What follows belongs to an exercise in optimizing a design on an open flow for small area; a production flow would make more cautious choices. In this exercise RTL edits were held to simulation tests only and were not proved equivalent to the original. The clock port is modelled as an ideal driver; clocking choices that lean on that would not hold on a real chip. Power and IR drop assume default switching activity.

## job 7454
// music_player_top
module music_player_top(
	 play_button,   
	 next_button,   
	 reset_n,       
	 clk,
	 New_Frame,
	 sample_out,
	 play_led,
	 song_led);
	input 	clk;
	input 	play_button;
	input 	next_button;
	input    reset_n;
	input  New_Frame;
	output [15:0] sample_out;
	wire reset = ~reset_n;
	output [1:0] song_led;
	output play_led;
	wire next;
	button_press_unit next_button_press_unit(
	   .clk(clk),
	   .reset(reset),
	   .in(next_button),
	   .out(next));
	wire play;
	wire[1:0]song;
	music_player music_player_inst(
      .clk(clk),
      .reset(reset),
      .play_button(play_button),
      .next(next), 
      .New_Frame(New_Frame), 
      .sample_out(sample_out),
  	   .play(play),
		.song(song));
  assign	play_led=~play;
  assign song_led=~song;  
   endmodule
Size in the first run: roughly 1,100 cells after synthesis, ~24 I/O pins, about 0.0092 mm² of cells after synthesis.
export LEC_CHECK = 0
export ABC_AREA = 1
export CAP_MARGIN = 0
export CORE_MARGIN = 2
export CORE_UTILIZATION = 40
export CTS_BUF_LIST = sky130_fd_sc_hd__clkbuf_8
export GPL_TIMING_DRIVEN = 0
export SLEW_MARGIN = 0
create_clock -name core_clock -period 10.0 [get_ports {clk}]
standard.sh (not shown) runs the stock make flow with config.mk's settings and CLKGATE_MAP_FILE= SYNTH_SCRIPT=/design/flow/synth_recipe.tcl, a recipe that flattens the netlist after the stock synthesis.
==> flow/flow/run.sh <==
#!/bin/bash
# Own layout flow: the standard flow (standard.sh) with these changes:
#  - synthesis maps with an area-oriented ABC script (flow/abc_area.script);
#  - synthesis extracts only full adders (extract_fa -fa): half adders are
#    left to ABC, which maps incrementers and comparators better than fixed
#    half-adder cells (and leaves none whose sum output ends up unused);
#  - port buffers are the smallest buffer (buf_1) instead of the default pick;
#  - CTS inserts no dummy loads, and clock buffers whose sinks see a slew
#    over 100 ps after CTS are upsized (flow/post_cts.tcl);
#  - power recovery (downsizing cells off the critical paths) after global
#    routing's timing repair.
# Registers, floorplan, power grid, tap cells, repair and routing are the
# standard flow's.  Each tool's output goes to the ORFS logs under orfs/logs;
# make's own output goes to flow_make.log here.
set -euo pipefail
S=$PWD/scripts_area
rm -rf "$S"
cp -r "$FLOW_HOME/scripts" "$S"
cp flow/abc_area.script "$S/abc_area.script"
grep -q '^  extract_fa {\*}\[dont_use_extract_fa_args\]$' "$S/synth.tcl"
sed -i 's/^  extract_fa {\*}\[dont_use_extract_fa_args\]$/  extract_fa -fa/' "$S/synth.tcl"
grep -q '^  extract_fa -fa$' "$S/synth.tcl"
bash standard.sh SCRIPTS_DIR="$S" \
  BUFFER_PORTS_ARGS="-buffer_cell sky130_fd_sc_hd__buf_1" \
  CTS_ARGS="-sink_clustering_enable -repair_clock_nets -dont_use_dummy_load -buf_list sky130_fd_sc_hd__clkbuf_8" \
  RECOVER_POWER=100 \
  POST_CTS_TCL="$PWD/flow/post_cts.tcl" \
  finish > flow_make.log 2>&1
==> flow/flow/abc_area.script <==
strash
&get -n
&deepsyn -J 100
&put
amap
topo
==> flow/flow/post_cts.tcl <==
estimate_parasitics -placement
set upsized 0
foreach inst [[ord::get_db_block] getInsts] {
  set master [[$inst getMaster] getName]
  if {$master ne "sky130_fd_sc_hd__clkbuf_8"} { continue }
  set name [$inst getName]
  set out [get_pins -of_objects [get_cells $name] -filter "direction==output"]
  set net [get_nets -of_objects $out]
  set worst 0.0
  foreach pin [get_pins -of_objects $net -filter "direction==input"] {
    foreach e {rise fall} {
      set s [get_property $pin slew_max_$e]
      if {$s > $worst} { set worst $s }
    }
  }
  if {$worst > 0.100} {
    puts "post_cts: $name worst sink slew [format %.3f $worst] ns, upsizing to clkbuf_16"
    replace_cell $name sky130_fd_sc_hd__clkbuf_16
    incr upsized
  }
}
puts "post_cts: upsized $upsized clock buffers"
if {$upsized > 0} {
  detailed_placement
  check_placement -verbose
  estimate_parasitics -placement
}
Here is what was changed in the inputs of job 4954 compared with job 7454.
# job 7454
export LEC_CHECK = 0
export ABC_AREA = 1
export CAP_MARGIN = 0
export CORE_MARGIN = 2
export CORE_UTILIZATION = 40
export CTS_BUF_LIST = sky130_fd_sc_hd__clkbuf_8
export GPL_TIMING_DRIVEN = 0
export SLEW_MARGIN = 0
create_clock -name core_clock -period 10.0 [get_ports {clk}]
# job 4954
export LEC_CHECK = 0
export ABC_AREA = 1
export CAP_MARGIN = 20
export CORE_MARGIN = 2
export CORE_UTILIZATION = 40
export CTS_BUF_LIST = sky130_fd_sc_hd__clkbuf_8
export GPL_TIMING_DRIVEN = 0
export SLEW_MARGIN = 20
create_clock -name core_clock -period 10.0 [get_ports {clk}]
diff --git a/flow/flow/run.sh b/flow/flow/run.sh
--- a/flow/flow/run.sh
+++ b/flow/flow/run.sh
@@ -10,2 +9,0 @@
-#  - power recovery (downsizing cells off the critical paths) after global
-#    routing's timing repair.
@@ -26 +23,0 @@
-  RECOVER_POWER=100 \
@@ -27,0 +25 @@
+  SKIP_CTS_REPAIR_TIMING=1 \
## What came out
- No stage failed in job 4954, and the final checks on the layout all came back clean.
- Largest fanout on the critical path up 10 in job 4954 wrt job 7454
- Remaining max-slew budget at the tightest pin was lower in the run labelled job 7454.
- Tightest hold margin essentially unchanged between job 4954 and job 7454.
- The non-clock buffer total of the final layout in job 4954 is 1.3 times that in job 7454.
- Job 7454 → job 4954: cell area after placement stayed essentially flat; post-detailed-routing wire length rose by 0.37%; overall power consumption rose by 0.45%; first-iteration DRC count rose by about 6%; final area rose by 0.94%.
- The via count on job 4954 is in line with that on job 7454.
For job 6881, these inputs were changed with respect to job 4954:
diff --git a/flow/flow/run.sh b/flow/flow/run.sh
--- a/flow/flow/run.sh
+++ b/flow/flow/run.sh
@@ -9,0 +10,2 @@
+#  - power recovery (downsizing cells off the critical paths) after global
+#    routing's timing repair.
@@ -23,0 +26 @@
+  RECOVER_POWER=100 \
@@ -25 +27,0 @@
-  SKIP_CTS_REPAIR_TIMING=1 \
- Job 6881 and job 4954 ended up with nearly the same clock input transition at the sequential cells of the worst setup and hold paths.
- Between job 4954 and job 6881, the flow reports final cell count decreasing slightly.
- Any difference in global-route usage between job 6881 and job 4954 is small enough to ignore.
- On met3 routed wirelength, the lower figure sits with job 4954, not job 6881.
- Delta (job 6881 minus job 4954): number of ordinary and repair buffers in the finished layout -5, met2 wire length ~0 delta, routed wire length -110 µm.
- Going from job 4954 to job 6881, utilization now sits lower; switching portion of total power now sits at about the same level; final design area excluding fillers now sits lower; share of power burned in registers now sits at about the same level.
Changes in job 8570 relative to job 6881:
==> flow/flow/run.sh <==
#!/bin/bash
# Own layout flow: the standard flow (standard.sh) with three changes:
#  - synthesis maps with an area-oriented ABC script (flow/abc_area.script);
#  - port buffers are the smallest buffer (buf_1) instead of the default pick;
#  - CTS inserts no dummy loads.
# Registers, floorplan, power grid, tap cells, repair and routing are the
# standard flow's.  Each tool's output goes to the ORFS logs under orfs/logs;
# make's own output goes to flow_make.log here.
set -euo pipefail
S=$PWD/scripts_area
rm -rf "$S"
cp -r "$FLOW_HOME/scripts" "$S"
cp flow/abc_area.script "$S/abc_area.script"
bash standard.sh SCRIPTS_DIR="$S" \
  BUFFER_PORTS_ARGS="-buffer_cell sky130_fd_sc_hd__buf_1" \
  CTS_ARGS="-sink_clustering_enable -repair_clock_nets -dont_use_dummy_load -buf_list sky130_fd_sc_hd__clkbuf_8" \
  RECOVER_POWER=100 \
  finish > flow_make.log 2>&1
removed: flow/flow/post_cts.tcl
Notes after the runs:
- Changes observed in job 8570 relative to job 6881: total wire length moved up; clock net sink count level; DRC violation total after the first TritonRoute iteration moved up; required time of the critical path moved up.
- Run comparison: job 8570 critical path startpoint music_player_inst.sine_reader.stage[0]$_SDFFE_PP0N_; job 6881 critical path startpoint music_player_inst.sine_reader.n[9]$_SDFFE_PN0P_
- Detailed route wirelength on metal2 | job 8570 above job 6881

* * *

Setup of run A:
Another version of the RTL of music_player_top (not shown whole).
Size in the first run: about 1200 cells after synthesis, ~24 I/O pins.
Settings: LEC_CHECK=0, ABC_AREA=1, CAP_MARGIN=20, CORE_MARGIN=2, CORE_UTILIZATION=40, CTS_BUF_LIST=sky130_fd_sc_hd__clkbuf_8, GPL_TIMING_DRIVEN=0, SLEW_MARGIN=20; clock period 10.0 ns.
==> flow/flow/run.sh <==
#!/bin/bash
# Own layout flow: the standard flow (standard.sh) with three changes:
#  - synthesis maps with an area-oriented ABC script (flow/abc_area.script);
#  - port buffers are the smallest buffer (buf_1) instead of the default pick;
#  - CTS inserts no dummy loads.
# Registers, floorplan, power grid, tap cells, repair and routing are the
# standard flow's.  Each tool's output goes to the ORFS logs under orfs/logs;
# make's own output goes to flow_make.log here.
set -euo pipefail
S=$PWD/scripts_area
rm -rf "$S"
cp -r "$FLOW_HOME/scripts" "$S"
cp flow/abc_area.script "$S/abc_area.script"
bash standard.sh SCRIPTS_DIR="$S" \
  BUFFER_PORTS_ARGS="-buffer_cell sky130_fd_sc_hd__buf_1" \
  CTS_ARGS="-sink_clustering_enable -repair_clock_nets -dont_use_dummy_load -buf_list sky130_fd_sc_hd__clkbuf_8" \
  finish > flow_make.log 2>&1
==> flow/flow/abc_area.script <==
strash
&get -n
&deepsyn -T 60
&put
amap
topo
Every stage of the flow completed for run A, and the final layout passed the timing, DRC and antenna checks.
What run B does differently from run A at the input level:
==> flow/flow/run.sh <==
#!/bin/bash
# Own layout flow: the standard flow (standard.sh), with only the ABC
# script of synthesis replaced by an area-oriented one (flow/abc_area.script).
# Everything else -- registers, port buffers, CTS, repair, routing -- is the
# standard flow's.  Each tool's output goes to the ORFS logs under orfs/logs;
# make's own output goes to flow_make.log here.
set -euo pipefail
S=$PWD/scripts_area
rm -rf "$S"
cp -r "$FLOW_HOME/scripts" "$S"
cp flow/abc_area.script "$S/abc_area.script"
bash standard.sh SCRIPTS_DIR="$S" finish > flow_make.log 2>&1
Findings:
Comparing run B and run A, final weighted congestion in routability-driven placement is lower on run B.
Side by side, internal power turned out higher in run B than in run A.
Diff run A -> run B: placement-stage worst setup slack went down; met2 layer usage reported by global route did not really move; global-route wire length before repair went down; routed length on met2 went up.
Summary of run B over run A: worst-case register-to-register setup slack about even; global routing usage on met3 fell 1.0 points; effective utilization at floorplan about even.
Number of standard cells in the final layout excluding fillers up 0.63% in run B wrt run A
[inputs] run C vs run B
- CORE_UTILIZATION changed from 40 to 60
==> flow/flow/run.sh <==
#!/bin/bash
# Own layout flow: the standard flow (standard.sh) with three changes:
#  - synthesis maps with an area-oriented ABC script (flow/abc_area.script);
#  - port buffers are the smallest buffer (buf_1) instead of the default pick;
#  - CTS inserts no dummy loads.
# Registers, floorplan, power grid, tap cells, repair and routing are the
# standard flow's.  Each tool's output goes to the ORFS logs under orfs/logs;
# make's own output goes to flow_make.log here.
set -euo pipefail
S=$PWD/scripts_area
rm -rf "$S"
cp -r "$FLOW_HOME/scripts" "$S"
cp flow/abc_area.script "$S/abc_area.script"
bash standard.sh SCRIPTS_DIR="$S" \
  BUFFER_PORTS_ARGS="-buffer_cell sky130_fd_sc_hd__buf_1" \
  CTS_ARGS="-sink_clustering_enable -repair_clock_nets -dont_use_dummy_load -buf_list sky130_fd_sc_hd__clkbuf_8" \
  finish > flow_make.log 2>&1
==> flow/flow/abc_area.script <==
strash
&get -n
&deepsyn -J 100
&put
amap
topo
- The final period demand of the worst path in run C was higher than what run B gave.
- Final-layout worst hold slack: run C < run B
- Core utilization ended up 21 points higher on run C than on run B.

[static timing again, ports no longer ideal]
No port has a modelled driver above. Below, the same layouts with a new extraction and two added sets of constraints.
Step 1 sets driving cells, clkbuf_16 on the clock port and buf_2 on the other inputs (assumed; they add their load-dependent delay and slew).
Step 2 moves the port delays by t, midway between the first and last clock arrival at a register: inputs arrive t later, outputs are due t later. That takes back most of the time a late clock gives input paths.
a / b / c = ideal / step 1 / step 2; a / b = the first two.
run | t, ns | setup WS [ns] | cell pins on the clock port's net
job 7454 | 0.425 | 0.489 / 0.489 / 0.489 | 1
job 4954 | 0.420 | 0.421 / 0.421 / 0.421 | 1
job 6881 | 0.422 | 0.424 / 0.424 / 0.424 | 1
job 8570 | 0.485 | 0.511 / 0.511 / 0.511 | 1
run A | 0.488 | 0.530 / 0.530 / 0.530 | 1
run B | 0.499 | 0.521 / 0.521 / 0.521 | 1
run C | 0.493 | 0.469 / 0.469 / 0.469 | 1
After both steps setup and hold are still met in every run listed.
